This design comes from an exercise in tuning for small area, a short achievable clock period and few clock cycles on the open sky130 flow, not from production work. Where RTL was checked, it was by simulation tests only, not by an equivalence proof against the original. Function not checked in run 2: the RTL went through the layout flow alone. No activity file was given, so power comes from the tool's default toggle rates.

==> flow/design.v (outline; a module is shown in full before it is edited, if it fits) <==
// module mul_unit: 2844 lines
module mul_unit
    (
        input logic clk,
        input logic rst,
        input logic [1:0] issue_fn3,
        input logic [31:0] rs1,
        input logic [31:0] rs2,
        input logic issue_new_request,
        input logic [3:0] issue_id,
        output logic issue_ready,
        input logic wb_ack,
        output logic wb_done,
        output logic [3:0] wb_id,
        output logic [31:0] wb_rd
    );
  // ...
==> flow/run.sh <==
#!/bin/bash
# synth_recipe.tcl (not shown) runs the flow's synth.tcl, then flattens the netlist and writes it again
# the make line also repeats each setting of config.mk as NAME=value (left out here)
make -C /OpenROAD-flow-scripts/flow DESIGN_CONFIG=/design/flow/config.mk WORK_HOME=/design/flow/orfs CLKGATE_MAP_FILE= SYNTH_SCRIPT=/design/flow/synth_recipe.tcl finish
==> flow/config.mk <==
export PLATFORM = sky130hd
export DESIGN_NAME = mul_unit
export DESIGN_NICKNAME = mul_unit
export VERILOG_FILES = /design/flow/design.v
export SDC_FILE = /design/flow/constraint.sdc
export NUM_CORES = 4
export LEC_CHECK = 0
export CAP_MARGIN = 20
export CORE_MARGIN = 2
export CORE_UTILIZATION = 40
export SLEW_MARGIN = 20
==> flow/constraint.sdc <==
create_clock -name core_clock -period 10.0 [get_ports {clk}]
set_input_delay 2.0000 -clock core_clock [delete_from_list [all_inputs] [get_ports {clk}]]
set_output_delay 2.0000 -clock core_clock [all_outputs]
set_load 0.01 [all_outputs]
==> metrics.md, run 1 <==
| Metric | Value |
|---|---|
| Met2 Routed Length | approximately 46 mm |
| Top_reg_cell synth | edfxtp_1 |
| Final core utilization | a little over two fifths |
| Met1 Usage GRT | between 30% and 40% |
| Post-synth top area share | between 30% and 40% |
| Sequential cell count | roughly 130 |
| CP Cell Sequence | clkdlybuf4s50_1 -> ha_1 -> clkinv_1 -> o22ai_1 -> ha_1 -> inv_1 -> fa_1 -> fa_1 -> fa_1 -> fa_1 -> inv_1 -> fa_1 |
| Xor/xnor cell area share of the yosys netlist | between 15 and 20% |
| Final setup fails | 0 |
| Unrepaired setup endpoints after global routing | false |
| Status | finished clean |
| DP HPWL | about 84 mm |
| Top cells by area, synth | fa_1 31%, edfxtp_1 13%, xnor2_1 8.5% |
| Sink Count | between 100 and 150 |
| Most frequent cell after synthesis | fa_1 |
| Most common cell after layout, fill and taps aside | fa_1 |
| Register area | ~4000 µm² |
| IO buf count | 111 |
| Number of max-cap violations | 0 |
| R2r setup slk | roughly 8.4 ns |
| Worst setup slack after layout | between 2 and 3 ns |
| Clk. pwr | about 0.6 mW |
| Clkbuf count | 17 |
| Root buffer selected by CTS | clkbuf_16 |
| Post-synth top cells | 469 x fa_1, 294 x inv_1, 293 x xnor2_1, 269 x a22oi_1, 248 x xor2_1 |
| Dpl ws | 2.351 ns |
| CP Data Arrival Time | ~7.5 ns |
| Hold Crit Start | valid_r$_SDFFE_PP0P_ |
| Met2 Track Usage GR | about two fifths |
| Cell Area, Placed | around 32000 µm² |
| Inverters | 299 |
| CTS buffer count | 17 |
| Power per cell area | between 300 and 400 nW/µm² |
| Yosys top cell by area | fa_1 |
Testbench counts, summed over its fixed seeds: cycles 16,008.
==> run 2: changes to the inputs <==
--- a/flow/design.v
+++ b/flow/design.v
@@ -15,20 +15,23 @@
     );
     logic rs1_is_signed, rs2_is_signed, is_mulhx;
     logic [32:0] a;
     logic [33:0] b;
     logic advance;
     logic valid_r;
     logic mulh_r;
     logic [3:0] id_r;
-    logic [126:0] cut_d;
-    logic [126:0] cut_q;
+    logic [141:0] cut_d;
+    logic [141:0] cut_q;
     logic [63:0] sum_x, sum_y, product;
-    logic one1, two2, neg3, x4, x5, x6, x7, x8, x9, x10, x11, x12, x13, x14, x15, x16, x17, x18, x19, x20, x21, x22, x23, x24, x25, x26, x27, x28, x29, x30, x31, x32, x33, x34, x35, x36, pp37, pp38, pp39, pp40, pp41, pp42, pp43, pp44, pp45, pp46, pp47, pp48, pp49, pp50, pp51, pp52, pp53, pp54, pp55, pp56, pp57, pp58, pp59, pp60, pp61, pp62, pp63, pp64, pp65, pp66, pp67, pp68, pp69, pp70, one71, two72, neg73, x74, x75, x76, x77, x78, x79, x80, x81, x82, x83, x84, x85, x86, x87, x88, x89, x90, x91, x92, x93, x94, x95, x96, x97, x98, x99, x100, x101, x102, x103, x104, x105, x106, pp107, pp108, pp109, pp110, pp111, pp112, pp113, pp114, pp115, pp116, pp117, pp118, pp119, pp120, pp121, pp122, pp123, pp124, pp125, pp126, pp127, pp128, pp129, pp130, pp131, pp132, pp133, pp134, pp135, pp136, pp137, pp138, pp139, pp140, one141, two142, neg143, x144, x145, x146, x147, x148, x149, x150, x151, x152, x153, x154, x155, x156, x157, x158, x159, x160, x161, x162, x163, x164, x165, x166, x167, x168, x169, x170, x171, x172, x173, x174, x175, x176, pp177, pp178, pp179, pp180, pp181, pp182, pp183, pp184, pp185, pp186, pp187, pp188, pp189, pp190, pp191, pp192, pp193, pp194, pp195, pp196, pp197, pp198, pp199, pp200, pp201, pp202, pp203, pp204, pp205, pp206, pp207, pp208, pp209, pp210, one211, two212, neg213, x214, x215, x216, x217, x218, x219, x220, x221, x222, x223, x224, x225, x226, x227, x228, x229, x230, x231, x232, x233, x234, x235, x236, x237, x238, x239, x240, x241, x242, x243, x244, x245, x246, pp247, pp248, pp249, pp250, pp251, pp252, pp253, pp254, pp255, pp256, pp257, pp258, pp259, pp260, pp261, pp262, pp263, pp264, pp265, pp266, pp267, pp268, pp269, pp270, pp271, pp272, pp273, pp274, pp275, pp276, pp277, pp278, pp279, pp280, one281, two282, neg283, x284, x285, x286, x287, x288, x289, x290, x291, x292, x293, x294, x295, x296, x297, x298, x299, x300, x301, x302, x303, x304, x305, x306, x307, x308, x309, x310, x311, x312, x313, x314, x315, x316, pp317, pp318, pp319, pp320, pp321, pp322, pp323, pp324, pp325, pp326, pp327, pp328, pp329, pp330, pp331, pp332, pp333, pp334, pp335, pp336, pp337, pp338, pp339, pp340, pp341, pp342, pp343, pp344, pp345, pp346, pp347, pp348, pp349, pp350, one351, two352, neg353, x354, x355, x356, x357, x358, x359, x360, x361, x362, x363, x364, x365, x366, x367, x368, x369, x370, x371, x372, x373, x374, x375, x376, x377, x378, x379, x380, x381, x382, x383, x384, x385, x386, pp387, pp388, pp389, pp390, pp391, pp392, pp393, pp394, pp395, pp396, pp397, pp398, pp399, pp400, pp401, pp402, pp403, pp404, pp405, pp406, pp407, pp408, pp409, pp410, pp411, pp412, pp413, pp414, pp415, pp416, pp417, pp418, pp419, pp420, one421, two422, neg423, x424, x425, x426, x427, x428, x429, x430, x431, x432, x433, x434, x435, x436, x437, x438, x439, x440, x441, x442, x443, x444, x445, x446, x447, x448, x449, x450, x451, x452, x453, x454, x455, x456, pp457, pp458, pp459, pp460, pp461, pp462, pp463, pp464, pp465, pp466, pp467, pp468, pp469, pp470, pp471, pp472, pp473, pp474, pp475, pp476, pp477, pp478, pp479, pp480, pp481, pp482, pp483, pp484, pp485, pp486, pp487, pp488, pp489, pp490, one491, two492, neg493, x494, x495, x496, x497, x498, x499, x500, x501, x502, x503, x504, x505, x506, x507, x508, x509, x510, x511, x512, x513, x514, x515, x516, x517, x518, x519, x520, x521, x522, x523, x524, x525, x526, pp527, pp528, pp529, pp530, pp531, pp532, pp533, pp534, pp535, pp536, pp537, pp538, pp539, pp540, pp541, pp542, pp543, pp544, pp545, pp546, pp547, pp548, pp549, pp550, pp551, pp552, pp553, pp554, pp555, pp556, pp557, pp558, pp559, pp560, one561, two562, neg563, x564, x565, x566, x567, x568, x569, x570, x571, x572, x573, x574, x575, x576, x577, x578, x579, x580, x581, x582, x583, x584, x585, x586, x587, x588, x589, x590, x591, x592, x593, x594, x595, x596, pp597, pp598, pp599, pp600, pp601, pp602, pp603, pp604, pp605, pp606, pp607, pp608, pp609, pp610, pp611, pp612, pp613, pp614, pp615, pp616, pp617, pp618, pp619, pp620, pp621, pp622, pp623, pp624, pp625, pp626, pp627, pp628, pp629, pp630, one631, two632, neg633, x634, x635, x636, x637, x638, x639, x640, x641, x642, x643, x644, x645, x646, x647, x648, x649, x650, x651, x652, x653, x654, x655, x656, x657, x658, x659, x660, x661, x662, x663, x664, x665, x666, pp667, pp668, pp669, pp670, pp671, pp672, pp673, pp674, pp675, pp676, pp677, pp678, pp679, pp680, pp681, pp682, pp683, pp684, pp685, pp686, pp687, pp688, pp689, pp690, pp691, pp692, pp693, pp694, pp695, pp696, pp697, pp698, pp699, pp700, one701, two702, neg703, x704, x705, x706, x707, x708, x709, x710, x711, x712, x713, x714, x715, x716, x717, x718, x719, x720, x721, x722, x723, x724, x725, x726, x727, x728, x729, x730, x731, x732, x733, x734, x735, x736, pp737, pp738, pp739, pp740, pp741, pp742, pp743, pp744, pp745, pp746, pp747, pp748, pp749, pp750, pp751, pp752, pp753, pp754, pp755, pp756, pp757, pp758, pp759, pp760, pp761, pp762, pp763, pp764, pp765, pp766, pp767, pp768, pp769, pp770, one771, two772, neg773, x774, x775, x776, x777, x778, x779, x780, x781, x782, x783, x784, x785, x786, x787, x788, x789, x790, x791, x792, x793, x794, x795, x796, x797, x798, x799, x800, x801, x802, x803, x804, x805, x806, pp807, pp808, pp809, pp810, pp811, pp812, pp813, pp814, pp815, pp816, pp817, pp818, pp819, pp820, pp821, pp822, pp823, pp824, pp825, pp826, pp827, pp828, pp829, pp830, pp831, pp832, pp833, pp834, pp835, pp836, pp837, pp838, pp839, pp840, one841, two842, neg843, x844, x845, x846, x847, x848, x849, x850, x851, x852, x853, x854, x855, x856, x857, x858, x859, x860, x861, x862, x863, x864, x865, x866, x867, x868, x869, x870, x871, x872, x873, x874, x875, x876, pp877, pp878, pp879, pp880, pp881, pp882, pp883, pp884, pp885, pp886, pp887, pp888, pp889, pp890, pp891, pp892, pp893, pp894, pp895, pp896, pp897, pp898, pp899, pp900, pp901, pp902, pp903, pp904, pp905, pp906, pp907, pp908, pp909, pp910, one911, two912, neg913, x914, x915, x916, x917, x918, x919, x920, x921, x922, x923, x924, x925, x926, x927, x928, x929, x930, x931, x932, x933, x934, x935, x936, x937, x938, x939, x940, x941, x942, x943, x944, x945, x946, pp947, pp948, pp949, pp950, pp951, pp952, pp953, pp954, pp955, pp956, pp957, pp958, pp959, pp960, pp961, pp962, pp963, pp964, pp965, pp966, pp967, pp968, pp969, pp970, pp971, pp972, pp973, pp974, pp975, pp976, pp977, pp978, pp979, pp980, one981, two982, neg983, x984, x985, x986, x987, x988, x989, x990, x991, x992, x993, x994, x995, x996, x997, x998, x999, x1000, x1001, x1002, x1003, x1004, x1005, x1006, x1007, x1008, x1009, x1010, x1011, x1012, x1013, x1014, x1015, x1016, pp1017, pp1018, pp1019, pp1020, pp1021, pp1022, pp1023, pp1024, pp1025, pp1026, pp1027, pp1028, pp1029, pp1030, pp1031, pp1032, pp1033, pp1034, pp1035, pp1036, pp1037, pp1038, pp1039, pp1040, pp1041, pp1042, pp1043, pp1044, pp1045, pp1046, pp1047, pp1048, pp1049, pp1050, one1051, two1052, neg1053, x1054, x1055, x1056, x1057, x1058, x1059, x1060, x1061, x1062, x1063, x1064, x1065, x1066, x1067, x1068, x1069, x1070, x1071, x1072, x1073, x1074, x1075, x1076, x1077, x1078, x1079, x1080, x1081, x1082, x1083, x1084, x1085, x1086, pp1087, pp1088, pp1089, pp1090, pp1091, pp1092, pp1093, pp1094, pp1095, pp1096, pp1097, pp1098, pp1099, pp1100, pp1101, pp1102, pp1103, pp1104, pp1105, pp1106, pp1107, pp1108, pp1109, pp1110, pp1111, pp1112, pp1113, pp1114, pp1115, pp1116, pp1117, pp1118, pp1119, pp1120, one1121, two1122, neg1123, x1124, x1125, x1126, x1127, x1128, x1129, x1130, x1131, x1132, x1133, x1134, x1135, x1136, x1137, x1138, x1139, x1140, x1141, x1142, x1143, x1144, x1145, x1146, x1147, x1148, x1149, x1150, x1151, x1152, x1153, x1154, x1155, x1156, pp1157, pp1158, pp1159, pp1160, pp1161, pp1162, pp1163, pp1164, pp1165, pp1166, pp1167, pp1168, pp1169, pp1170, pp1171, pp1172, pp1173, pp1174, pp1175, pp1176, pp1177, pp1178, pp1179, pp1180, pp1181, pp1182, pp1183, pp1184, pp1185, pp1186, pp1187, pp1188, s1189, c1190, s1191, c1192, s1193, c1194, s1195, c1196, s1197, c1198, s1199, c1200, s1201, c1202, s1203, c1204, s1205, c1206, s1207, c1208, s1209, c1210, s1211, c1212, s1213, c1214, s1215, c1216, s1217, c1218, s1219, c1220, s1221, c1222, s1223, c1224, s1225, c1226, s1227, c1228, s1229, c1230, s1231, c1232, s1233, c1234, s1235, c1236, s1237, c1238, s1239, c1240, s1241, c1242, s1243, c1244, s1245, c1246, s1247, c1248, s1249, c1250, s1251, c1252, s1253, c1254, s1255, c1256, s1257, c1258, s1259, c1260, s1261, c1262, s1263, c1264, s1265, c1266, s1267, c1268, s1269, c1270, s1271, c1272, s1273, c1274, s1275, c1276, s1277, c1278, s1279, c1280, s1281, c1282, s1283, c1284, s1285, c1286, s1287, c1288, s1289, c1290, s1291, c1292, s1293, c1294, s1295, c1296, s1297, c1298, s1299, c1300, s1301, c1302, s1303, c1304, s1305, c1306, s1307, c1308, s1309, c1310, s1311, c1312, s1313, c1314, s1315, c1316, s1317, c1318, s1319, c1320, s1321, c1322, s1323, c1324, s1325, c1326, s1327, c1328, s1329, c1330, s1331, c1332, s1333, c1334, s1335, c1336, s1337, c1338, s1339, c1340, s1341, c1342, s1343, c1344, s1345, c1346, s1347, c1348, s1349, c1350, s1351, c1352, s1353, c1354, s1355, c1356, s1357, c1358, s1359, c1360, s1361, c1362, s1363, c1364, s1365, c1366, s1367, c1368, s1369, c1370, s1371, c1372, s1373, c1374, s1375, c1376, s1377, c1378, s1379, c1380, s1381, c1382, s1383, c1384, s1385, c1386, s1387, c1388, s1389, c1390, s1391, c1392, s1393, c1394, s1395, c1396, s1397, c1398, s1399, c1400, s1401, c1402, s1403, c1404, s1405, c1406, s1407, c1408, s1409, c1410, s1411, c1412, s1413, c1414, s1415, c1416, s1417, c1418, s1419, c1420, s1421, c1422, s1423, c1424, s1425, c1426, s1427, c1428, s1429, c1430, s1431, c1432, s1433, c1434, s1435, c1436, s1437, c1438, s1439, c1440, s1441, c1442, s1443, c1444, s1445, c1446, s1447, c1448, s1449, c1450, s1451, c1452, s1453, c1454, s1455, c1456, s1457, c1458, s1459, c1460, s1461, c1462, s1463, c1464, s1465, c1466, s1467, c1468, s1469, c1470, s1471, c1472, s1473, c1474, s1475, c1476, s1477, c1478, s1479, c1480, s1481, c1482, s1483, c1484, s1485, c1486, s1487, c1488, s1489, c1490, s1491, c1492, s1493, c1494, s1495, c1496, s1497, c1498, s1499, c1500, s1501, c1502, s1503, c1504, s1505, c1506, s1507, c1508, s1509, c1510, s1511, c1512, s1513, c1514, s1515, c1516, s1517, c1518, s1519, c1520, s1521, c1522, s1523, c1524, s1525, c1526, s1527, c1528, s1529, c1530, s1531, c1532, s1533, c1534, s1535, c1536, s1537, c1538, s1539, c1540, s1541, c1542, s1543, c1544, s1545, c1546, s1547, c1548, s1549, c1550, s1551, c1552, s1553, c1554, s1555, c1556, s1557, c1558, s1559, c1560, s1561, c1562, s1563, c1564, s1565, c1566, s1567, c1568, s1569, c1570, s1571, c1572, s1573, c1574, s1575, c1576, s1577, c1578, s1579, c1580, s1581, c1582, s1583, c1584, s1585, c1586, s1587, c1588, s1589, c1590, s1591, c1592, s1593, c1594, s1595, c1596, s1597, c1598, s1599, c1600, s1601, c1602, s1603, c1604, s1605, c1606, s1607, c1608, s1609, c1610, s1611, c1612, s1613, c1614, s1615, c1616, s1617, c1618, s1619, c1620, s1621, c1622, s1623, c1624, s1625, c1626, s1627, c1628, s1629, c1630, s1631, c1632, s1633, c1634, s1635, c1636, s1637, c1638, s1639, c1640, s1641, c1642, s1643, c1644, s1645, c1646, s1647, c1648, s1649, c1650, s1651, c1652, s1653, c1654, s1655, c1656, s1657, c1658, s1659, c1660, s1661, c1662, s1663, c1664, s1665, c1666, s1667, c1668, s1669, c1670, s1671, c1672, s1673, c1674, s1675, c1676, s1677, c1678, s1679, c1680, s1681, c1682, s1683, c1684, s1685, c1686, s1687, c1688, s1689, c1690, s1691, c1692, s1693, c1694, s1695, c1696, s1697, c1698, s1699, c1700, s1701, c1702, s1703, c1704, s1705, c1706, s1707, c1708, s1709, c1710, s1711, c1712, s1713, c1714, s1715, c1716, s1717, c1718, s1719, c1720, s1721, c1722, s1723, c1724, s1725, c1726, s1727, c1728, s1729, c1730, s1731, c1732, s1733, c1734, s1735, c1736, s1737, c1738, s1739, c1740, s1741, c1742, s1743, c1744, s1745, c1746, s1747, c1748, s1749, c1750, s1751, c1752, s1753, c1754, s1755, c1756, s1757, c1758, s1759, c1760, s1761, c1762, s1763, c1764, s1765, c1766, s1767, c1768, s1769, c1770, s1771, c1772, s1773, c1774, s1775, c1776, s1777, c1778, s1779, c1780, s1781, c1782, s1783, c1784, s1785, c1786, s1787, c1788, s1789, c1790, s1791, c1792, s1793, c1794, s1795, c1796, s1797, c1798, s1799, c1800, s1801, c1802, s1803, c1804, s1805, c1806, s1807, c1808, s1809, c1810, s1811, c1812, s1813, c1814, s1815, c1816, s1817, c1818, s1819, c1820, s1821, c1822, s1823, c1824, s1825, c1826, s1827, c1828, s1829, c1830, s1831, c1832, s1833, c1834, s1835, c1836, s1837, c1838, s1839, c1840, s1841, c1842, s1843, c1844, s1845, c1846, s1847, c1848, s1849, c1850, s1851, c1852, s1853, c1854, s1855, c1856, s1857, c1858, s1859, c1860, s1861, c1862, s1863, c1864, s1865, c1866, s1867, c1868, s1869, c1870, s1871, c1872, s1873, c1874, s1875, c1876, s1877, c1878, s1879, c1880, s1881, c1882, s1883, c1884, s1885, c1886, s1887, c1888, s1889, c1890, s1891, c1892, s1893, c1894, s1895, c1896, s1897, c1898, s1899, c1900, s1901, c1902, s1903, c1904, s1905, c1906, s1907, c1908, s1909, c1910, s1911, c1912, s1913, c1914, s1915, c1916, s1917, c1918, s1919, c1920, s1921, c1922, s1923, c1924, s1925, c1926, s1927, c1928, s1929, c1930, s1931, c1932, s1933, c1934, s1935, c1936, s1937, c1938, s1939, c1940, s1941, c1942, s1943, c1944, s1945, c1946, s1947, c1948, s1949, c1950, s1951, c1952, s1953, c1954, s1955, c1956, s1957, c1958, s1959, c1960, s1961, c1962, s1963, c1964, s1965, c1966, s1967, c1968, s1969, c1970, s1971, c1972, s1973, c1974, s1975, c1976, s1977, c1978, s1979, c1980, s1981, c1982, s1983, c1984, s1985, c1986, s1987, c1988, s1989, c1990, s1991, c1992, s1993, c1994, s1995, c1996, s1997, c1998, s1999, c2000, s2001, c2002, s2003, c2004, s2005, c2006, s2007, c2008, s2009, c2010, s2011, c2012, s2013, c2014, s2015, c2016, s2017, c2018, s2019, c2020, s2021, c2022, s2023, c2024, s2025, c2026, s2027, c2028, s2029, c2030, s2031, c2032, s2033, c2034, s2035, c2036, s2037, c2038, s2039, c2040, s2041, c2042, s2043, c2044, s2045, c2046, s2047, c2048, s2049, c2050, s2051, c2052, s2053, c2054, s2055, c2056, s2057, c2058, s2059, c2060, s2061, c2062, s2063, c2064, s2065, c2066, s2067, c2068, s2069, c2070, s2071, c2072, s2073, c2074, s2075, c2076, s2077, c2078, s2079, c2080, s2081, c2082, s2083, c2084, s2085, c2086, s2087, c2088, s2089, c2090, s2091, c2092, s2093, c2094, s2095, c2096, s2097, c2098, s2099, c2100, s2101, c2102, s2103, c2104, s2105, c2106, s2107, c2108, s2109, c2110, s2111, c2112, s2113, c2114, s2115, c2116, s2117, c2118, s2119, c2120, s2121, c2122, s2123, c2124, s2125, c2126, s2127, c2128, s2129, c2130, s2131, c2132, s2133, c2134, s2135, c2136, s2137, c2138, s2139, c2140, s2141, c2142, s2143, c2144, s2145, c2146, s2147, c2148, s2149, c2150, s2151, c2152, s2153, c2154, s2155, c2156, s2157, c2158, s2159, c2160, s2161, c2162, s2163, c2164, s2165, c2166, s2167, c2168, s2169, c2170, s2171, c2172, s2173, c2174, s2175, c2176, s2177, c2178, s2179, c2180, s2181, c2182, s2183, c2184, s2185, c2186, s2187, c2188, s2189, c2190, s2191, c2192, s2193, c2194, s2195, c2196, s2197, c2198, s2199, c2200, s2201, c2202, s2203, c2204, s2205, c2206, s2207, c2208, s2209, c2210, s2211, c2212, s2213, c2214, s2215, c2216, s2217, c2218, s2219, c2220, s2221, c2222, s2223, c2224, s2225, c2226, s2227, c2228, s2229, c2230, s2231, c2232, s2233, c2234, s2235, c2236, s2237, c2238, s2239, c2240, s2241, c2242;
+    logic held_r;
+    logic [31:0] held_rd;
+    logic one1, two2, neg3, x4, x5, x6, x7, x8, x9, x10, x11, x12, x13, x14, x15, x16, x17, x18, x19, x20, x21, x22, x23, x24, x25, x26, x27, x28, x29, x30, x31, x32, x33, x34, x35, x36, pp37, pp38, pp39, pp40, pp41, pp42, pp43, pp44, pp45, pp46, pp47, pp48, pp49, pp50, pp51, pp52, pp53, pp54, pp55, pp56, pp57, pp58, pp59, pp60, pp61, pp62, pp63, pp64, pp65, pp66, pp67, pp68, pp69, pp70, one71, two72, neg73, x74, x75, x76, x77, x78, x79, x80, x81, x82, x83, x84, x85, x86, x87, x88, x89, x90, x91, x92, x93, x94, x95, x96, x97, x98, x99, x100, x101, x102, x103, x104, x105, x106, pp107, pp108, pp109, pp110, pp111, pp112, pp113, pp114, pp115, pp116, pp117, pp118, pp119, pp120, pp121, pp122, pp123, pp124, pp125, pp126, pp127, pp128, pp129, pp130, pp131, pp132, pp133, pp134, pp135, pp136, pp137, pp138, pp139, pp140, one141, two142, neg143, x144, x145, x146, x147, x148, x149, x150, x151, x152, x153, x154, x155, x156, x157, x158, x159, x160, x161, x162, x163, x164, x165, x166, x167, x168, x169, x170, x171, x172, x173, x174, x175, x176, pp177, pp178, pp179, pp180, pp181, pp182, pp183, pp184, pp185, pp186, pp187, pp188, pp189, pp190, pp191, pp192, pp193, pp194, pp195, pp196, pp197, pp198, pp199, pp200, pp201, pp202, pp203, pp204, pp205, pp206, pp207, pp208, pp209, pp210, one211, two212, neg213, x214, x215, x216, x217, x218, x219, x220, x221, x222, x223, x224, x225, x226, x227, x228, x229, x230, x231, x232, x233, x234, x235, x236, x237, x238, x239, x240, x241, x242, x243, x244, x245, x246, pp247, pp248, pp249, pp250, pp251, pp252, pp253, pp254, pp255, pp256, pp257, pp258, pp259, pp260, pp261, pp262, pp263, pp264, pp265, pp266, pp267, pp268, pp269, pp270, pp271, pp272, pp273, pp274, pp275, pp276, pp277, pp278, pp279, pp280, one281, two282, neg283, x284, x285, x286, x287, x288, x289, x290, x291, x292, x293, x294, x295, x296, x297, x298, x299, x300, x301, x302, x303, x304, x305, x306, x307, x308, x309, x310, x311, x312, x313, x314, x315, x316, pp317, pp318, pp319, pp320, pp321, pp322, pp323, pp324, pp325, pp326, pp327, pp328, pp329, pp330, pp331, pp332, pp333, pp334, pp335, pp336, pp337, pp338, pp339, pp340, pp341, pp342, pp343, pp344, pp345, pp346, pp347, pp348, pp349, pp350, one351, two352, neg353, x354, x355, x356, x357, x358, x359, x360, x361, x362, x363, x364, x365, x366, x367, x368, x369, x370, x371, x372, x373, x374, x375, x376, x377, x378, x379, x380, x381, x382, x383, x384, x385, x386, pp387, pp388, pp389, pp390, pp391, pp392, pp393, pp394, pp395, pp396, pp397, pp398, pp399, pp400, pp401, pp402, pp403, pp404, pp405, pp406, pp407, pp408, pp409, pp410, pp411, pp412, pp413, pp414, pp415, pp416, pp417, pp418, pp419, pp420, one421, two422, neg423, x424, x425, x426, x427, x428, x429, x430, x431, x432, x433, x434, x435, x436, x437, x438, x439, x440, x441, x442, x443, x444, x445, x446, x447, x448, x449, x450, x451, x452, x453, x454, x455, x456, pp457, pp458, pp459, pp460, pp461, pp462, pp463, pp464, pp465, pp466, pp467, pp468, pp469, pp470, pp471, pp472, pp473, pp474, pp475, pp476, pp477, pp478, pp479, pp480, pp481, pp482, pp483, pp484, pp485, pp486, pp487, pp488, pp489, pp490, one491, two492, neg493, x494, x495, x496, x497, x498, x499, x500, x501, x502, x503, x504, x505, x506, x507, x508, x509, x510, x511, x512, x513, x514, x515, x516, x517, x518, x519, x520, x521, x522, x523, x524, x525, x526, pp527, pp528, pp529, pp530, pp531, pp532, pp533, pp534, pp535, pp536, pp537, pp538, pp539, pp540, pp541, pp542, pp543, pp544, pp545, pp546, pp547, pp548, pp549, pp550, pp551, pp552, pp553, pp554, pp555, pp556, pp557, pp558, pp559, pp560, one561, two562, neg563, x564, x565, x566, x567, x568, x569, x570, x571, x572, x573, x574, x575, x576, x577, x578, x579, x580, x581, x582, x583, x584, x585, x586, x587, x588, x589, x590, x591, x592, x593, x594, x595, x596, pp597, pp598, pp599, pp600, pp601, pp602, pp603, pp604, pp605, pp606, pp607, pp608, pp609, pp610, pp611, pp612, pp613, pp614, pp615, pp616, pp617, pp618, pp619, pp620, pp621, pp622, pp623, pp624, pp625, pp626, pp627, pp628, pp629, pp630, one631, two632, neg633, x634, x635, x636, x637, x638, x639, x640, x641, x642, x643, x644, x645, x646, x647, x648, x649, x650, x651, x652, x653, x654, x655, x656, x657, x658, x659, x660, x661, x662, x663, x664, x665, x666, pp667, pp668, pp669, pp670, pp671, pp672, pp673, pp674, pp675, pp676, pp677, pp678, pp679, pp680, pp681, pp682, pp683, pp684, pp685, pp686, pp687, pp688, pp689, pp690, pp691, pp692, pp693, pp694, pp695, pp696, pp697, pp698, pp699, pp700, one701, two702, neg703, x704, x705, x706, x707, x708, x709, x710, x711, x712, x713, x714, x715, x716, x717, x718, x719, x720, x721, x722, x723, x724, x725, x726, x727, x728, x729, x730, x731, x732, x733, x734, x735, x736, pp737, pp738, pp739, pp740, pp741, pp742, pp743, pp744, pp745, pp746, pp747, pp748, pp749, pp750, pp751, pp752, pp753, pp754, pp755, pp756, pp757, pp758, pp759, pp760, pp761, pp762, pp763, pp764, pp765, pp766, pp767, pp768, pp769, pp770, one771, two772, neg773, x774, x775, x776, x777, x778, x779, x780, x781, x782, x783, x784, x785, x786, x787, x788, x789, x790, x791, x792, x793, x794, x795, x796, x797, x798, x799, x800, x801, x802, x803, x804, x805, x806, pp807, pp808, pp809, pp810, pp811, pp812, pp813, pp814, pp815, pp816, pp817, pp818, pp819, pp820, pp821, pp822, pp823, pp824, pp825, pp826, pp827, pp828, pp829, pp830, pp831, pp832, pp833, pp834, pp835, pp836, pp837, pp838, pp839, pp840, one841, two842, neg843, x844, x845, x846, x847, x848, x849, x850, x851, x852, x853, x854, x855, x856, x857, x858, x859, x860, x861, x862, x863, x864, x865, x866, x867, x868, x869, x870, x871, x872, x873, x874, x875, x876, pp877, pp878, pp879, pp880, pp881, pp882, pp883, pp884, pp885, pp886, pp887, pp888, pp889, pp890, pp891, pp892, pp893, pp894, pp895, pp896, pp897, pp898, pp899, pp900, pp901, pp902, pp903, pp904, pp905, pp906, pp907, pp908, pp909, pp910, one911, two912, neg913, x914, x915, x916, x917, x918, x919, x920, x921, x922, x923, x924, x925, x926, x927, x928, x929, x930, x931, x932, x933, x934, x935, x936, x937, x938, x939, x940, x941, x942, x943, x944, x945, x946, pp947, pp948, pp949, pp950, pp951, pp952, pp953, pp954, pp955, pp956, pp957, pp958, pp959, pp960, pp961, pp962, pp963, pp964, pp965, pp966, pp967, pp968, pp969, pp970, pp971, pp972, pp973, pp974, pp975, pp976, pp977, pp978, pp979, pp980, one981, two982, neg983, x984, x985, x986, x987, x988, x989, x990, x991, x992, x993, x994, x995, x996, x997, x998, x999, x1000, x1001, x1002, x1003, x1004, x1005, x1006, x1007, x1008, x1009, x1010, x1011, x1012, x1013, x1014, x1015, x1016, pp1017, pp1018, pp1019, pp1020, pp1021, pp1022, pp1023, pp1024, pp1025, pp1026, pp1027, pp1028, pp1029, pp1030, pp1031, pp1032, pp1033, pp1034, pp1035, pp1036, pp1037, pp1038, pp1039, pp1040, pp1041, pp1042, pp1043, pp1044, pp1045, pp1046, pp1047, pp1048, pp1049, pp1050, one1051, two1052, neg1053, x1054, x1055, x1056, x1057, x1058, x1059, x1060, x1061, x1062, x1063, x1064, x1065, x1066, x1067, x1068, x1069, x1070, x1071, x1072, x1073, x1074, x1075, x1076, x1077, x1078, x1079, x1080, x1081, x1082, x1083, x1084, x1085, x1086, pp1087, pp1088, pp1089, pp1090, pp1091, pp1092, pp1093, pp1094, pp1095, pp1096, pp1097, pp1098, pp1099, pp1100, pp1101, pp1102, pp1103, pp1104, pp1105, pp1106, pp1107, pp1108, pp1109, pp1110, pp1111, pp1112, pp1113, pp1114, pp1115, pp1116, pp1117, pp1118, pp1119, pp1120, one1121, two1122, neg1123, x1124, x1125, x1126, x1127, x1128, x1129, x1130, x1131, x1132, x1133, x1134, x1135, x1136, x1137, x1138, x1139, x1140, x1141, x1142, x1143, x1144, x1145, x1146, x1147, x1148, x1149, x1150, x1151, x1152, x1153, x1154, x1155, x1156, pp1157, pp1158, pp1159, pp1160, pp1161, pp1162, pp1163, pp1164, pp1165, pp1166, pp1167, pp1168, pp1169, pp1170, pp1171, pp1172, pp1173, pp1174, pp1175, pp1176, pp1177, pp1178, pp1179, pp1180, pp1181, pp1182, pp1183, pp1184, pp1185, pp1186, pp1187, pp1188, s1189, c1190, s1191, c1192, s1193, c1194, s1195, c1196, s1197, c1198, s1199, c1200, s1201, c1202, s1203, c1204, s1205, c1206, s1207, c1208, s1209, c1210, s1211, c1212, s1213, c1214, s1215, c1216, s1217, c1218, s1219, c1220, s1221, c1222, s1223, c1224, s1225, c1226, s1227, c1228, s1229, c1230, s1231, c1232, s1233, c1234, s1235, c1236, s1237, c1238, s1239, c1240, s1241, c1242, s1243, c1244, s1245, c1246, s1247, c1248, s1249, c1250, s1251, c1252, s1253, c1254, s1255, c1256, s1257, c1258, s1259, c1260, s1261, c1262, s1263, c1264, s1265, c1266, s1267, c1268, s1269, c1270, s1271, c1272, s1273, c1274, s1275, c1276, s1277, c1278, s1279, c1280, s1281, c1282, s1283, c1284, s1285, c1286, s1287, c1288, s1289, c1290, s1291, c1292, s1293, c1294, s1295, c1296, s1297, c1298, s1299, c1300, s1301, c1302, s1303, c1304, s1305, c1306, s1307, c1308, s1309, c1310, s1311, c1312, s1313, c1314, s1315, c1316, s1317, c1318, s1319, c1320, s1321, c1322, s1323, c1324, s1325, c1326, s1327, c1328, s1329, c1330, s1331, c1332, s1333, c1334, s1335, c1336, s1337, c1338, s1339, c1340, s1341, c1342, s1343, c1344, s1345, c1346, s1347, c1348, s1349, c1350, s1351, c1352, s1353, c1354, s1355, c1356, s1357, c1358, s1359, c1360, s1361, c1362, s1363, c1364, s1365, c1366, s1367, c1368, s1369, c1370, s1371, c1372, s1373, c1374, s1375, c1376, s1377, c1378, s1379, c1380, s1381, c1382, s1383, c1384, s1385, c1386, s1387, c1388, s1389, c1390, s1391, c1392, s1393, c1394, s1395, c1396, s1397, c1398, s1399, c1400, s1401, c1402, s1403, c1404, s1405, c1406, s1407, c1408, s1409, c1410, s1411, c1412, s1413, c1414, s1415, c1416, s1417, c1418, s1419, c1420, s1421, c1422, s1423, c1424, s1425, c1426, s1427, c1428, s1429, c1430, s1431, c1432, s1433, c1434, s1435, c1436, s1437, c1438, s1439, c1440, s1441, c1442, s1443, c1444, s1445, c1446, s1447, c1448, s1449, c1450, s1451, c1452, s1453, c1454, s1455, c1456, s1457, c1458, s1459, c1460, s1461, c1462, s1463, c1464, s1465, c1466, s1467, c1468, s1469, c1470, s1471, c1472, s1473, c1474, s1475, c1476, s1477, c1478, s1479, c1480, s1481, c1482, s1483, c1484, s1485, c1486, s1487, c1488, s1489, c1490, s1491, c1492, s1493, c1494, s1495, c1496, s1497, c1498, s1499, c1500, s1501, c1502, s1503, c1504, s1505, c1506, s1507, c1508, s1509, c1510, s1511, c1512, s1513, c1514, s1515, c1516, s1517, c1518, s1519, c1520, s1521, c1522, s1523, c1524, s1525, c1526, s1527, c1528, s1529, c1530, s1531, c1532, s1533, c1534, s1535, c1536, s1537, c1538, s1539, c1540, s1541, c1542, s1543, c1544, s1545, c1546, s1547, c1548, s1549, c1550, s1551, c1552, s1553, c1554, s1555, c1556, s1557, c1558, s1559, c1560, s1561, c1562, s1563, c1564, s1565, c1566, s1567, c1568, s1569, c1570, s1571, c1572, s1573, c1574, s1575, c1576, s1577, c1578, s1579, c1580, s1581, c1582, s1583, c1584, s1585, c1586, s1587, c1588, s1589, c1590, s1591, c1592, s1593, c1594, s1595, c1596, s1597, c1598, s1599, c1600, s1601, c1602, s1603, c1604, s1605, c1606, s1607, c1608, s1609, c1610, s1611, c1612, s1613, c1614, s1615, c1616, s1617, c1618, s1619, c1620, s1621, c1622, s1623, c1624, s1625, c1626, s1627, c1628, s1629, c1630, s1631, c1632, s1633, c1634, s1635, c1636, s1637, c1638, s1639, c1640, s1641, c1642, s1643, c1644, s1645, c1646, s1647, c1648, s1649, c1650, s1651, c1652, s1653, c1654, s1655, c1656, s1657, c1658, s1659, c1660, s1661, c1662, s1663, c1664, s1665, c1666, s1667, c1668, s1669, c1670, s1671, c1672, s1673, c1674, s1675, c1676, s1677, c1678, s1679, c1680, s1681, c1682, s1683, c1684, s1685, c1686, s1687, c1688, s1689, c1690, s1691, c1692, s1693, c1694, s1695, c1696, s1697, c1698, s1699, c1700, s1701, c1702, s1703, c1704, s1705, c1706, s1707, c1708, s1709, c1710, s1711, c1712, s1713, c1714, s1715, c1716, s1717, c1718, s1719, c1720, s1721, c1722, s1723, c1724, s1725, c1726, s1727, c1728, s1729, c1730, s1731, c1732, s1733, c1734, s1735, c1736, s1737, c1738, s1739, c1740, s1741, c1742, s1743, c1744, s1745, c1746, s1747, c1748, s1749, c1750, s1751, c1752, s1753, c1754, s1755, c1756, s1757, c1758, s1759, c1760, s1761, c1762, s1763, c1764, s1765, c1766, s1767, c1768, s1769, c1770, s1771, c1772, s1773, c1774, s1775, c1776, s1777, c1778, s1779, c1780, s1781, c1782, s1783, c1784, s1785, c1786, s1787, c1788, s1789, c1790, s1791, c1792, s1793, c1794, s1795, c1796, s1797, c1798, s1799, c1800, s1801, c1802, s1803, c1804, s1805, c1806, s1807, c1808, s1809, c1810, s1811, c1812, s1813, c1814, s1815, c1816, s1817, c1818, s1819, c1820, s1821, c1822, s1823, c1824, s1825, c1826, s1827, c1828, s1829, c1830, s1831, c1832, s1833, c1834, s1835, c1836, s1837, c1838, s1839, c1840, s1841, c1842, s1843, c1844, s1845, c1846, s1847, c1848, s1849, c1850, s1851, c1852, s1853, c1854, s1855, c1856, s1857, c1858, s1859, c1860, s1861, c1862, s1863, c1864, s1865, c1866, s1867, c1868, s1869, c1870, s1871, c1872, s1873, c1874, s1875, c1876, s1877, c1878, s1879, c1880, s1881, c1882, s1883, c1884, s1885, c1886, s1887, c1888, s1889, c1890, s1891, c1892, s1893, c1894, s1895, c1896, s1897, c1898, s1899, c1900, s1901, c1902, s1903, c1904, s1905, c1906, s1907, c1908, s1909, c1910, s1911, c1912, s1913, c1914, s1915, c1916, s1917, c1918, s1919, c1920, s1921, c1922, s1923, c1924, s1925, c1926, s1927, c1928, s1929, c1930, s1931, c1932, s1933, c1934, s1935, c1936, s1937, c1938, s1939, c1940, s1941, c1942, s1943, c1944, s1945, c1946, s1947, c1948, s1949, c1950, s1951, c1952, s1953, c1954, s1955, c1956, s1957, c1958, s1959, c1960, s1961, c1962, s1963, c1964, s1965, c1966, s1967, c1968, s1969, c1970, s1971, c1972, s1973, c1974, s1975, c1976, s1977, c1978, s1979, c1980, s1981, c1982, s1983, c1984, s1985, c1986, s1987, c1988, s1989, c1990, s1991, c1992, s1993, c1994, s1995, c1996, s1997, c1998, s1999, c2000, s2001, c2002, s2003, c2004, s2005, c2006, s2007, c2008, s2009, c2010, s2011, c2012, s2013, c2014, s2015, c2016, s2017, c2018, s2019, c2020, s2021, c2022, s2023, c2024, s2025, c2026, s2027, c2028, s2029, c2030, s2031, c2032, s2033, c2034, s2035, c2036, s2037, c2038, s2039, c2040, s2041, c2042, s2043, c2044, s2045, c2046, s2047, c2048, s2049, c2050, s2051, c2052, s2053, c2054, s2055, c2056, s2057, c2058, s2059, c2060, s2061, c2062, s2063, c2064, s2065, c2066, s2067, c2068, s2069, c2070, s2071, c2072, s2073, c2074, s2075, c2076, s2077, c2078, s2079, c2080, s2081, c2082, s2083, c2084, s2085, c2086, s2087, c2088, s2089, c2090, s2091, c2092, s2093, c2094, s2095, c2096, s2097, c2098, s2099, c2100, s2101, c2102, s2103, c2104, s2105, c2106, s2107, c2108, s2109, c2110, s2111, c2112, s2113, c2114, s2115, c2116, s2117, c2118, s2119, c2120, s2121, c2122, s2123, c2124, s2125, c2126, s2127, c2128, s2129, c2130, s2131, c2132, s2133, c2134, s2135, c2136, s2137, c2138, s2139, c2140, s2141, c2142, s2143, c2144, s2145, c2146, s2147, c2148, s2149, c2150, s2151, c2152, s2153, c2154, s2155, c2156, s2157, c2158, s2159, c2160, s2161, c2162, s2163, c2164, s2165, c2166, s2167, c2168, s2169, c2170, s2171, c2172, s2173, c2174, s2175, c2176, s2177, c2178, s2179, c2180, s2181, c2182, s2183, c2184, s2185, c2186, s2187, c2188, s2189, c2190, s2191, c2192, s2193, c2194, s2195, c2196, s2197, c2198, s2199, c2200, s2201, c2202, s2203, c2204, s2205, c2206, s2207, c2208, s2209, c2210, s2211, c2212, s2213, c2214, s2215, c2216, s2217, c2218, s2219, c2220, s2221, c2222, s2223, c2224, s2225, c2226, s2227, c2228, s2229, c2230, s2231, c2232, s2233, c2234, s2235, c2236, s2237, c2238, s2239, c2240, s2241, c2242, s2243, c2244, s2245, c2246, s2247, c2248, s2249, c2250, s2251, c2252, s2253, c2254, s2255, c2256, s2257, c2258, s2259, c2260, s2261, c2262, s2263, c2264, s2265, c2266, s2267, c2268, s2269, c2270, s2271, c2272, s2273, c2274, s2275, c2276, s2277, c2278;
+    logic [8:0] low_sum;
     assign rs1_is_signed = (issue_fn3 == 2'b01) | (issue_fn3 == 2'b10);
     assign rs2_is_signed = (issue_fn3 == 2'b01);
     assign is_mulhx = (issue_fn3 != 2'b00);
     assign a = {rs1_is_signed & rs1[31], rs1};
     assign b = {{2{rs2_is_signed & rs2[31]}}, rs2};
     assign one1 = b[0] ^ 1'b0;
     assign two2 = (b[1] & ~b[0] & ~1'b0) | (~b[1] & b[0] & 1'b0);
     assign neg3 = b[1] & ~(b[0] & 1'b0);
@@ -1747,74 +1750,119 @@
     assign {c2152, s2151} = {1'b0, s1835} + {1'b0, c2028} + {1'b0, s2029};
     assign {c2154, s2153} = {1'b0, s1839} + {1'b0, c2030} + {1'b0, s2031};
     assign {c2156, s2155} = {1'b0, s1843} + {1'b0, c2032} + {1'b0, s2033};
     assign {c2158, s2157} = {1'b0, s1847} + {1'b0, c2034} + {1'b0, s2035};
     assign {c2160, s2159} = {1'b0, s1851} + {1'b0, c2036} + {1'b0, s2037};
     assign {c2162, s2161} = {1'b0, s1855} + {1'b0, c2038} + {1'b0, s2039};
     assign {c2164, s2163} = {1'b0, s1859} + {1'b0, c2040} + {1'b0, s2041};
     assign {c2166, s2165} = {1'b0, s1863} + {1'b0, c2042} + {1'b0, s2043};
-    assign {c2168, s2167} = {1'b0, s1867} + {1'b0, c2044} + {1'b0, s2045};
-    assign {c2170, s2169} = {1'b0, s1871} + {1'b0, c2046} + {1'b0, s2047};
-    assign {c2172, s2171} = {1'b0, s1875} + {1'b0, c2048} + {1'b0, s2049};
-    assign {c2174, s2173} = {1'b0, s1879} + {1'b0, c2050} + {1'b0, s2051};
-    assign {c2176, s2175} = {1'b0, s1883} + {1'b0, c2052} + {1'b0, s2053};
-    assign {c2178, s2177} = {1'b0, s1887} + {1'b0, c2054} + {1'b0, s2055};
-    assign {c2180, s2179} = {1'b0, s1891} + {1'b0, c2056} + {1'b0, s2057};
-    assign {c2182, s2181} = {1'b0, s1895} + {1'b0, c2058} + {1'b0, s2059};
-    assign {c2184, s2183} = {1'b0, s1899} + {1'b0, c2060} + {1'b0, s2061};
-    assign {c2186, s2185} = {1'b0, s1903} + {1'b0, c2062} + {1'b0, s2063};
-    assign {c2188, s2187} = {1'b0, s1907} + {1'b0, c2064} + {1'b0, s2065};
-    assign {c2190, s2189} = {1'b0, s1911} + {1'b0, c2066} + {1'b0, s2067};
-    assign {c2192, s2191} = {1'b0, s1915} + {1'b0, c2068} + {1'b0, s2069};
-    assign {c2194, s2193} = {1'b0, s1919} + {1'b0, c2070} + {1'b0, s2071};
-    assign {c2196, s2195} = {1'b0, s1923} + {1'b0, c2072} + {1'b0, s2073};
-    assign {c2198, s2197} = {1'b0, s1927} + {1'b0, c2074} + {1'b0, s2075};
-    assign {c2200, s2199} = {1'b0, c1928} + {1'b0, c2076} + {1'b0, s2077};
-    assign {c2202, s2201} = {1'b0, s1935} + {1'b0, c2078} + {1'b0, s2079};
-    assign {c2204, s2203} = {1'b0, c1936} + {1'b0, s2081} + {1'b0, c2080};
-    assign {c2206, s2205} = {1'b0, c1940} + {1'b0, s2083} + {1'b0, c2082};
-    assign {c2208, s2207} = {1'b0, s1947} + {1'b0, c2084} + {1'b0, s2085};
-    assign {c2210, s2209} = {1'b0, s1951} + {1'b0, c2086} + {1'b0, s2087};
-    assign {c2212, s2211} = {1'b0, s1955} + {1'b0, c2088} + {1'b0, s2089};
-    assign {c2214, s2213} = {1'b0, s1959} + {1'b0, c2090} + {1'b0, s2091};
-    assign {c2216, s2215} = {1'b0, s1963} + {1'b0, c2092} + {1'b0, s2093};
-    assign {c2218, s2217} = {1'b0, s1967} + {1'b0, s2095} + {1'b0, c2094};
-    assign {c2220, s2219} = {1'b0, c1968} + {1'b0, s2097} + {1'b0, c2096};
-    assign {c2222, s2221} = {1'b0, c1972} + {1'b0, s2099} + {1'b0, c2098};
-    assign {c2224, s2223} = {1'b0, s1979} + {1'b0, c2100} + {1'b0, s2101};
-    assign {c2226, s2225} = {1'b0, s1983} + {1'b0, c2102} + {1'b0, s2103};
-    assign {c2228, s2227} = {1'b0, s1987} + {1'b0, c2104} + {1'b0, s2105};
-    assign {c2230, s2229} = {1'b0, c1988} + {1'b0, s2107} + {1'b0, c2106};
-    assign {c2232, s2231} = {1'b0, c1992} + {1'b0, s2109} + {1'b0, c2108};
-    assign {c2234, s2233} = {1'b0, s1997} + {1'b0, c2110} + {1'b0, s2111};
-    assign {c2236, s2235} = {1'b0, c1998} + {1'b0, s2113} + {1'b0, c2112};
-    assign {c2238, s2237} = {1'b0, c2000} + {1'b0, s2115} + {1'b0, c2114};
-    assign {c2240, s2239} = {1'b0, pp1187} + {1'b0, s2117} + {1'b0, c2116};
-    assign {c2242, s2241} = {1'b0, pp1120} + {1'b0, pp1188} + {1'b0, c2118};
-    assign cut_d = {c2240, s2241, c2238, s2239, c2236, s2237, s2235, c2234, c2232, s2233, c2230, s2231, c2228, s2229, s2227, c2226, s2225, c2224, c2222, s2223, c2220, s2221, c2218, s2219, s2217, c2216, s2215, c2214, s2213, c2212, s2211, c2210, s2209, c2208, c2206, s2207, c2204, s2205, s2203, c2202, s2201, c2200, s2199, c2198, s2197, c2196, s2195, c2194, s2193, c2192, s2191, c2190, s2189, c2188, s2187, c2186, s2185, c2184, s2183, c2182, s2181, c2180, s2179, c2178, s2177, c2176, s2175, c2174, s2173, c2172, s2171, c2170, s2169, c2168, s2167, c2166, s2165, c2164, s2163, c2162, s2161, c2160, s2159, c2158, s2157, c2156, s2155, c2154, s2153, c2152, s2151, c2150, s2149, c2148, s2147, c2146, s2145, c2144, s2143, c2142, s2141, c2140, s2139, c2138, s2137, c2136, s2135, c2134, s2133, c2132, s2131, c2130, s2129, c2128, s2127, c2126, s2125, c2124, s2123, c2122, s2121, c2120, s2119, pp107, pp38, pp37, neg3};
-    assign sum_x = {cut_q[125], cut_q[123], cut_q[121], cut_q[119], cut_q[117], cut_q[115], cut_q[113], cut_q[111], cut_q[109], cut_q[107], cut_q[105], cut_q[103], cut_q[101], cut_q[99], cut_q[97], cut_q[95], cut_q[93], cut_q[91], cut_q[89], cut_q[87], cut_q[85], cut_q[83], cut_q[81], cut_q[79], cut_q[77], cut_q[75], cut_q[73], cut_q[71], cut_q[69], cut_q[67], cut_q[65], cut_q[63], cut_q[61], cut_q[59], cut_q[57], cut_q[55], cut_q[53], cut_q[51], cut_q[49], cut_q[47], cut_q[45], cut_q[43], cut_q[41], cut_q[39], cut_q[37], cut_q[35], cut_q[33], cut_q[31], cut_q[29], cut_q[27], cut_q[25], cut_q[23], cut_q[21], cut_q[19], cut_q[17], cut_q[15], cut_q[13], cut_q[11], cut_q[9], cut_q[7], cut_q[5], cut_q[3], cut_q[2], cut_q[0]};
-    assign sum_y = {cut_q[126], cut_q[124], cut_q[122], cut_q[120], cut_q[118], cut_q[116], cut_q[114], cut_q[112], cut_q[110], cut_q[108], cut_q[106], cut_q[104], cut_q[102], cut_q[100], cut_q[98], cut_q[96], cut_q[94], cut_q[92], cut_q[90], cut_q[88], cut_q[86], cut_q[84], cut_q[82], cut_q[80], cut_q[78], cut_q[76], cut_q[74], cut_q[72], cut_q[70], cut_q[68], cut_q[66], cut_q[64], cut_q[62], cut_q[60], cut_q[58], cut_q[56], cut_q[54], cut_q[52], cut_q[50], cut_q[48], cut_q[46], cut_q[44], cut_q[42], cut_q[40], cut_q[38], cut_q[36], cut_q[34], cut_q[32], cut_q[30], cut_q[28], cut_q[26], cut_q[24], cut_q[22], cut_q[20], cut_q[18], cut_q[16], cut_q[14], cut_q[12], cut_q[10], cut_q[8], cut_q[6], cut_q[4], 1'b0, cut_q[1]};
+    assign s2167 = s1947 ^ c2084;
+    assign c2168 = s1947 & c2084;
+    assign {c2170, s2169} = {1'b0, s1951} + {1'b0, c2086} + {1'b0, s2087};
+    assign {c2172, s2171} = {1'b0, s1955} + {1'b0, c2088} + {1'b0, s2089};
+    assign {c2174, s2173} = {1'b0, s1959} + {1'b0, c2090} + {1'b0, s2091};
+    assign {c2176, s2175} = {1'b0, s1963} + {1'b0, c2092} + {1'b0, s2093};
+    assign {c2178, s2177} = {1'b0, s1967} + {1'b0, s2095} + {1'b0, c2094};
+    assign {c2180, s2179} = {1'b0, c1968} + {1'b0, s2097} + {1'b0, c2096};
+    assign {c2182, s2181} = {1'b0, c1972} + {1'b0, s2099} + {1'b0, c2098};
+    assign {c2184, s2183} = {1'b0, s1979} + {1'b0, c2100} + {1'b0, s2101};
+    assign {c2186, s2185} = {1'b0, s1983} + {1'b0, c2102} + {1'b0, s2103};
+    assign {c2188, s2187} = {1'b0, s1987} + {1'b0, c2104} + {1'b0, s2105};
+    assign {c2190, s2189} = {1'b0, c1988} + {1'b0, s2107} + {1'b0, c2106};
+    assign {c2192, s2191} = {1'b0, c1992} + {1'b0, s2109} + {1'b0, c2108};
+    assign {c2194, s2193} = {1'b0, s1997} + {1'b0, c2110} + {1'b0, s2111};
+    assign {c2196, s2195} = {1'b0, c1998} + {1'b0, s2113} + {1'b0, c2112};
+    assign {c2198, s2197} = {1'b0, c2000} + {1'b0, s2115} + {1'b0, c2114};
+    assign {c2200, s2199} = {1'b0, pp1187} + {1'b0, s2117} + {1'b0, c2116};
+    assign {c2202, s2201} = {1'b0, pp1120} + {1'b0, pp1188} + {1'b0, c2118};
+    assign low_sum = {1'b0, c2128, c2126, c2124, c2122, c2120, pp107, pp38, neg3} + {1'b0, s2129, s2127, s2125, s2123, s2121, s2119, 1'b0, pp37};
+    assign cut_d = {c2200, s2201, c2198, s2199, c2196, s2197, s2195, c2194, c2192, s2193, c2190, s2191, c2188, s2189, s2187, c2186, s2185, c2184, c2182, s2183, c2180, s2181, c2178, s2179, s2177, c2176, s2175, c2174, s2173, c2172, s2171, c2170, s2169, c2168, s2167, s2085, c2082, s2083, c1940, c2080, s2081, c1936, s2079, c2078, s1935, s2077, c2076, c1928, s2075, c2074, s1927, s2073, c2072, s1923, s2071, c2070, s1919, s2069, c2068, s1915, s2067, c2066, s1911, s2065, c2064, s1907, s2063, c2062, s1903, s2061, c2060, s1899, s2059, c2058, s1895, s2057, c2056, s1891, s2055, c2054, s1887, s2053, c2052, s1883, s2051, c2050, s1879, s2049, c2048, s1875, s2047, c2046, s1871, c2166, s2045, c2044, s1867, s2165, c2164, s2163, c2162, s2161, c2160, s2159, c2158, s2157, c2156, s2155, c2154, s2153, c2152, s2151, c2150, s2149, c2148, s2147, c2146, s2145, c2144, s2143, c2142, s2141, c2140, s2139, c2138, s2137, c2136, s2135, c2134, s2133, c2132, s2131, c2130, low_sum[8], low_sum[7], low_sum[6], low_sum[5], low_sum[4], low_sum[3], low_sum[2], low_sum[1], low_sum[0]};
+    assign {c2204, s2203} = {1'b0, cut_q[45]} + {1'b0, cut_q[46]} + {1'b0, cut_q[47]};
+    assign {c2206, s2205} = {1'b0, cut_q[49]} + {1'b0, cut_q[50]} + {1'b0, cut_q[51]};
+    assign {c2208, s2207} = {1'b0, cut_q[52]} + {1'b0, cut_q[53]} + {1'b0, cut_q[54]};
+    assign {c2210, s2209} = {1'b0, cut_q[55]} + {1'b0, cut_q[56]} + {1'b0, cut_q[57]};
+    assign {c2212, s2211} = {1'b0, cut_q[58]} + {1'b0, cut_q[59]} + {1'b0, cut_q[60]};
+    assign {c2214, s2213} = {1'b0, cut_q[61]} + {1'b0, cut_q[62]} + {1'b0, cut_q[63]};
+    assign {c2216, s2215} = {1'b0, cut_q[64]} + {1'b0, cut_q[65]} + {1'b0, cut_q[66]};
+    assign {c2218, s2217} = {1'b0, cut_q[67]} + {1'b0, cut_q[68]} + {1'b0, cut_q[69]};
+    assign {c2220, s2219} = {1'b0, cut_q[70]} + {1'b0, cut_q[71]} + {1'b0, cut_q[72]};
+    assign {c2222, s2221} = {1'b0, cut_q[73]} + {1'b0, cut_q[74]} + {1'b0, cut_q[75]};
+    assign {c2224, s2223} = {1'b0, cut_q[76]} + {1'b0, cut_q[77]} + {1'b0, cut_q[78]};
+    assign {c2226, s2225} = {1'b0, cut_q[79]} + {1'b0, cut_q[80]} + {1'b0, cut_q[81]};
+    assign {c2228, s2227} = {1'b0, cut_q[82]} + {1'b0, cut_q[83]} + {1'b0, cut_q[84]};
+    assign {c2230, s2229} = {1'b0, cut_q[85]} + {1'b0, cut_q[86]} + {1'b0, cut_q[87]};
+    assign {c2232, s2231} = {1'b0, cut_q[88]} + {1'b0, cut_q[89]} + {1'b0, cut_q[90]};
+    assign {c2234, s2233} = {1'b0, cut_q[91]} + {1'b0, cut_q[92]} + {1'b0, cut_q[93]};
+    assign {c2236, s2235} = {1'b0, cut_q[94]} + {1'b0, cut_q[95]} + {1'b0, cut_q[96]};
+    assign {c2238, s2237} = {1'b0, cut_q[97]} + {1'b0, cut_q[98]} + {1'b0, cut_q[99]};
+    assign {c2240, s2239} = {1'b0, cut_q[100]} + {1'b0, cut_q[101]} + {1'b0, cut_q[102]};
+    assign {c2242, s2241} = {1'b0, cut_q[103]} + {1'b0, cut_q[104]} + {1'b0, cut_q[105]};
+    assign s2243 = cut_q[106] ^ cut_q[107];
+    assign c2244 = cut_q[106] & cut_q[107];
+    assign s2245 = cut_q[108] ^ cut_q[109];
+    assign c2246 = cut_q[108] & cut_q[109];
+    assign s2247 = cut_q[110] ^ cut_q[111];
+    assign c2248 = cut_q[110] & cut_q[111];
+    assign s2249 = cut_q[112] ^ cut_q[113];
+    assign c2250 = cut_q[112] & cut_q[113];
+    assign s2251 = cut_q[114] ^ cut_q[115];
+    assign c2252 = cut_q[114] & cut_q[115];
+    assign s2253 = cut_q[116] ^ cut_q[117];
+    assign c2254 = cut_q[116] & cut_q[117];
+    assign s2255 = cut_q[118] ^ cut_q[119];
+    assign c2256 = cut_q[118] & cut_q[119];
+    assign s2257 = cut_q[120] ^ cut_q[121];
+    assign c2258 = cut_q[120] & cut_q[121];
+    assign s2259 = cut_q[122] ^ cut_q[123];
+    assign c2260 = cut_q[122] & cut_q[123];
+    assign s2261 = cut_q[124] ^ cut_q[125];
+    assign c2262 = cut_q[124] & cut_q[125];
+    assign s2263 = cut_q[126] ^ cut_q[127];
+    assign c2264 = cut_q[126] & cut_q[127];
+    assign s2265 = cut_q[128] ^ cut_q[129];
+    assign c2266 = cut_q[128] & cut_q[129];
+    assign s2267 = cut_q[130] ^ cut_q[131];
+    assign c2268 = cut_q[130] & cut_q[131];
+    assign s2269 = cut_q[132] ^ cut_q[133];
+    assign c2270 = cut_q[132] & cut_q[133];
+    assign s2271 = cut_q[134] ^ cut_q[135];
+    assign c2272 = cut_q[134] & cut_q[135];
+    assign s2273 = cut_q[136] ^ cut_q[137];
+    assign c2274 = cut_q[136] & cut_q[137];
+    assign s2275 = cut_q[138] ^ cut_q[139];
+    assign c2276 = cut_q[138] & cut_q[139];
+    assign s2277 = cut_q[140] ^ cut_q[141];
+    assign c2278 = cut_q[140] & cut_q[141];
+    assign sum_x = {c2276, c2274, c2272, c2270, c2268, c2266, c2264, c2262, c2260, c2258, c2256, c2254, c2252, c2250, c2248, c2246, c2244, c2242, c2240, c2238, c2236, c2234, c2232, c2230, c2228, c2226, c2224, c2222, c2220, c2218, c2216, c2214, c2212, c2210, c2208, c2206, c2204, s2203, cut_q[43], cut_q[41], cut_q[39], cut_q[37], cut_q[35], cut_q[33], cut_q[31], cut_q[29], cut_q[27], cut_q[25], cut_q[23], cut_q[21], cut_q[19], cut_q[17], cut_q[15], cut_q[13], cut_q[11], cut_q[9], cut_q[7], cut_q[6], cut_q[5], cut_q[4], cut_q[3], cut_q[2], cut_q[1], cut_q[0]};
+    assign sum_y = {s2277, s2275, s2273, s2271, s2269, s2267, s2265, s2263, s2261, s2259, s2257, s2255, s2253, s2251, s2249, s2247, s2245, s2243, s2241, s2239, s2237, s2235, s2233, s2231, s2229, s2227, s2225, s2223, s2221, s2219, s2217, s2215, s2213, s2211, s2209, s2207, s2205, cut_q[48], cut_q[44], cut_q[42], cut_q[40], cut_q[38], cut_q[36], cut_q[34], cut_q[32], cut_q[30], cut_q[28], cut_q[26], cut_q[24], cut_q[22], cut_q[20], cut_q[18], cut_q[16], cut_q[14], cut_q[12], cut_q[10], 1'b0, 1'b0, 1'b0, 1'b0, 1'b0, 1'b0, 1'b0, 1'b0};
     assign advance = ~valid_r | wb_ack;
     assign issue_ready = advance;
     always_ff @ (posedge clk) begin
+        cut_q <= cut_d;
         if (advance) begin
-            cut_q <= cut_d;
             mulh_r <= is_mulhx;
             id_r <= issue_id;
         end
     end
     always_ff @ (posedge clk) begin
-        if (rst)
+        if (rst) begin
             valid_r <= 0;
-        else if (advance)
-            valid_r <= issue_new_request;
+            held_r <= 0;
+        end
+        else begin
+            if (advance)
+                valid_r <= issue_new_request;
+            held_r <= valid_r & ~wb_ack;
+        end
     end
+    always_ff @ (posedge clk)
+        held_rd <= wb_rd;
     logic [63:0] ag, ap;
-    assign ag = sum_x & sum_y;
+    assign ag = (sum_x & sum_y) | {56'b0, cut_q[8], 7'b0};
     assign ap = sum_x ^ sum_y;
     logic kg1, kp1;
     assign kg1 = ag[1] | (ap[1] & ag[0]);
     assign kp1 = ap[1] & ap[0];
     logic kg2, kp2;
     assign kg2 = ag[2] | (ap[2] & ag[1]);
     assign kp2 = ap[2] & ap[1];
     logic kg3, kp3;
@@ -2833,12 +2881,12 @@
     assign product[56] = ap[56] ^ kg313;
     assign product[57] = ap[57] ^ kg314;
     assign product[58] = ap[58] ^ kg315;
     assign product[59] = ap[59] ^ kg316;
     assign product[60] = ap[60] ^ kg317;
     assign product[61] = ap[61] ^ kg318;
     assign product[62] = ap[62] ^ kg319;
     assign product[63] = ap[63] ^ kg320;
-    assign wb_rd = mulh_r ? product[63:32] : product[31:0];
+    assign wb_rd = held_r ? held_rd : mulh_r ? product[63:32] : product[31:0];
     assign wb_done = valid_r;
     assign wb_id = id_r;
 endmodule
==> flow/flow/run.sh (new file) <==
#!/bin/bash
# The standard ORFS layout (standard.sh) with two changes:
#  - SYNTH_ARGS=-noabc: Yosys's synth skips its quick "abc -fast" pass, so
#    the full adders written in the RTL reach extract_fa as written; the
#    registers are the same as the standard synthesis's;
#  - the port buffers that buffer_ports inserts are plain buffers
#    (buf_4) instead of the default delay cells.
cp standard.sh standard_sh_copy.log
export BUFFER_PORTS_ARGS="-buffer_cell sky130_fd_sc_hd__buf_4"
bash standard.sh SYNTH_ARGS=-noabc finish > standard.log 2>&1
status=$?
tail -50 standard.log
exit $status
==> flow/standard.sh (new file) <==
#!/bin/bash
# synth_recipe.tcl (not shown) runs the flow's synth.tcl, then flattens the netlist and writes it again
# the make line also repeats each setting of config.mk as NAME=value (left out here)
make -C /OpenROAD-flow-scripts/flow DESIGN_CONFIG=/design/flow/config.mk WORK_HOME=/design/flow/orfs CLKGATE_MAP_FILE= SYNTH_SCRIPT=/design/flow/synth_recipe.tcl "${@:-finish}"
==> flow/config.mk (replaced) <==
export PLATFORM = sky130hd
export DESIGN_NAME = mul_unit
export DESIGN_NICKNAME = mul_unit
export VERILOG_FILES = /design/flow/design.v
export SDC_FILE = /design/flow/constraint.sdc
export NUM_CORES = 4
export LEC_CHECK = 0
export ABC_AREA = 1
export CAP_MARGIN = 20
export CORE_MARGIN = 2
export CORE_UTILIZATION = 40
export SETUP_SLACK_MARGIN = 4
export SLEW_MARGIN = 20
removed: flow/run.sh
==> run 2 against run 1 <==
  * Non-clock buffer count shrank 30
  * Register-to-register slack got worse by 1.5 ns
  * Maximum frequency up 25%
  * Via count increased by 7.0%
  * Synthesized cell count increased by 16%
  * Core utilization down 0.65 points
  * Final area is 1.8% higher
  * Critical path type unchanged
  * Largest power group unchanged
==> metrics.md, run 2 <==
| Metric | Value |
|---|---|
| Max FFs per register | 142 (was 127) |
| Setup_tns | 0 ns (unchanged) |
| Status | finished clean (unchanged) |
| Initial antenna violation count | 2 (was 0) |
| NumNets Final | 4435 (was 3870) |
| Final Hold Fails | 0 (unchanged) |
| Total Power Consumption | 12.92 mW (was 12.71 mW) |
| Post-synth top area share | 30.26% (was 31.16%) |
| CP Data Arrival Time | 6.25 ns (was 7.51 ns) |
| IO buf count | 111 (unchanged) |
| Fin crit share | 58.73% (was 73.68%) |
| Unrepaired setup endpoints after global routing | false (unchanged) |
| I/O pin total | 112 (unchanged) |
| Max-slew violation count | 0 (unchanged) |
| Root buffer selected by CTS | clkbuf_16 (unchanged) |
| Final hold slack | 0.4566 ns (was 0.6980 ns) |
| Synth Area per Inst | 8.243 µm² (was 9.270 µm²) |
| GRT Total Usage | 27.92% (was 27.47%) |
| Yosys top cell by area | fa_1 (unchanged) |
| FILL cells | 7863 (was 7252) |
| Drt first pass iters | 6 (was 5) |
| Final setup fails | 0 (unchanged) |
| Number of max-cap violations | 0 (unchanged) |
| FMAX | 170.3 MHz (was 135.7 MHz) |
| WL/cell | 22.89 µm (was 25.42 µm) |
| Residual DRC | 0 (unchanged) |
| Sink Count | 181 (was 133) |
| Share of layout cells above drive strength 1 | 9.113% (was 5.143%) |
| DP HPWL | 87.49 mm (was 83.88 mm) |
| Top cells by area, synth | fa_1 30%, xor2_1 12%, dfxtp_1 11% (was fa_1 31%, edfxtp_1 13%, xnor2_1 8.5%) |
| Most frequent cells in the layout | 629 x nand2_1, 495 x o22ai_1, 480 x inv_1 (was 469 x fa_1, 294 x inv_1, 293 x xnor2_1) |
| Seq cells post-synth | 181 (was 133) |
| Max FO, Critical Path | 17 (was 26) |
| Post_cts resized | 0 (unchanged) |
| Critical path startpoint category | input pin (unchanged) |
| GPL Wtd Cong | 0.9623 (was 0.9604) |
| Most frequent cell after synthesis | nand2_1 (was fa_1) |
| Die Y | 282.5 µm (was 278.5 µm) |
| First-iteration detailed-routing DRC count | 2824 (was 2616) |
| Power per cell area | 388.7 nW/µm² (was 389.6 nW/µm²) |
| CTS buffer count | 17 (unchanged) |
| Post-synth top cells | 629 x nand2_1, 495 x o22ai_1, 481 x inv_1, 469 x fa_1, 429 x xor2_1 (was 469 x fa_1, 294 x inv_1, 293 x xnor2_1, 269 x a22oi_1, 248 x xor2_1) |
| Clock slew at reported path FFs | 0.07 ns (about the same) |
| Hold Crit Class | register to register (unchanged) |
| Most common cell after layout, fill and taps aside | nand2_1 (was fa_1) |
| Top_reg_cell synth | dfxtp_1 (was edfxtp_1) |
| CTS Hold Bufs | 0 (unchanged) |
| CTS tree | done (unchanged) |
| Final core utilization | 43.10% (was 43.76%) |
[run 2: final timing paths]
path / startpoint / cells after the start / endpoint / slack (ns)
setup / recovery: issue_fn3[0] / 14 / cut_q[90]$_DFF_P_ / 4.13
hold / removal: held_rd[17]$_DFF_P_ / 2 / held_rd[17]$_DFF_P_ / 0.46
hold reg to reg: held_rd[17]$_DFF_P_ / 2 / held_rd[17]$_DFF_P_ / 0.46
setup reg to reg: cut_q[45]$_DFF_P_ / 13 / held_rd[7]$_DFF_P_ / 6.97
[run 2: critical path, cell delays in order]
cell     delay, ns
buf_4         0.08
inv_1         0.03
ha_1          0.44
nand2_1       0.12
buf_4         0.39
xnor2_1       0.19
o21ai_1       0.41
inv_1         0.13
fa_1          0.51
inv_1         0.06
fa_1          0.53
fa_1          0.44
fa_1          0.41
fa_1          0.45
[run 2: area by class of cell]
cell class	instances	area, µm²	area share, %
Antenna cell	1	2.502	0.007531
Sequential cell	181	3674	11.06
Inverter	537	2019	6.078
Multi-Input combinational cell	2841	24430	73.54
Tap cell	1040	1301	3.916
Clock inverter	11	115.1	0.3464
Timing Repair Buffer	163	1224	3.683
Clock buffer	20	456.7	1.374
[run 2: logic make-up (layout without fill, tap and decap cells)]
group	after synthesis	after routing	synth area share, %
AND/OR/NAND/NOR	958	958	13.21
buffers and inverters	742	731	9.654
AO/OA/AOI/OAI	722	722	13.68
adder cells (fa/ha/maj)	620	620	36.35
XOR/XNOR	541	541	15.27
flip-flops	181	181	11.84
other	0	1	0
[run 2: through the flow]
step	worst slack [ns]	instance area, µm²	cells
2_1_floorplan	4.438	31030	3764
3_3_place_gp	3.633	32650	4762
3_5_place_dp	3.642	32650	4762
4_1_cts	4.167	33220	4793
5_1_grt	4.034	33220	4793
6_report	4.127	33230	4794
[run 2: routing by layer]
layer / vias up / GRT usage, % / wire [µm]
met5: - / 0 / 0
met4: 0 / 12.10 / 5068
met3: 228 / 6.856 / 10830
li1: 12140 / - / -
met2: 1394 / 42.01 / 46620
met1: 12760 / 38.04 / 47250
[run 2: power breakdown]
group	switching, mW	total (mW)	internal (mW)
registers	0.222	1.47	1.24
clock network	0.321	0.680	0.359
logic	6.78	10.8	3.99
total	7.33	12.9	5.59

separate check: timing with driven ports:
The flow's constraints put no driver on any port. The routed layouts listed below were extracted and timed again, unchanged, in two steps.
Step 1, drivers: a clkbuf_16 drives clk and a buf_2 each remaining input, both assumed.
Step 2 also shifts input and output timing later by t, the mid clock arrival at the registers, as if the neighbouring blocks saw the same clock.
Slacks: no drivers / after step 1 / after step 2; pairs: no drivers / after step 1.
run | t, ns | setup WS [ns]
run 1 | 0.471 | 2.632 / 2.661 / 2.190
run 2 | 0.546 | 4.127 / 4.162 / 3.616
After both steps every run listed still meets setup and hold.
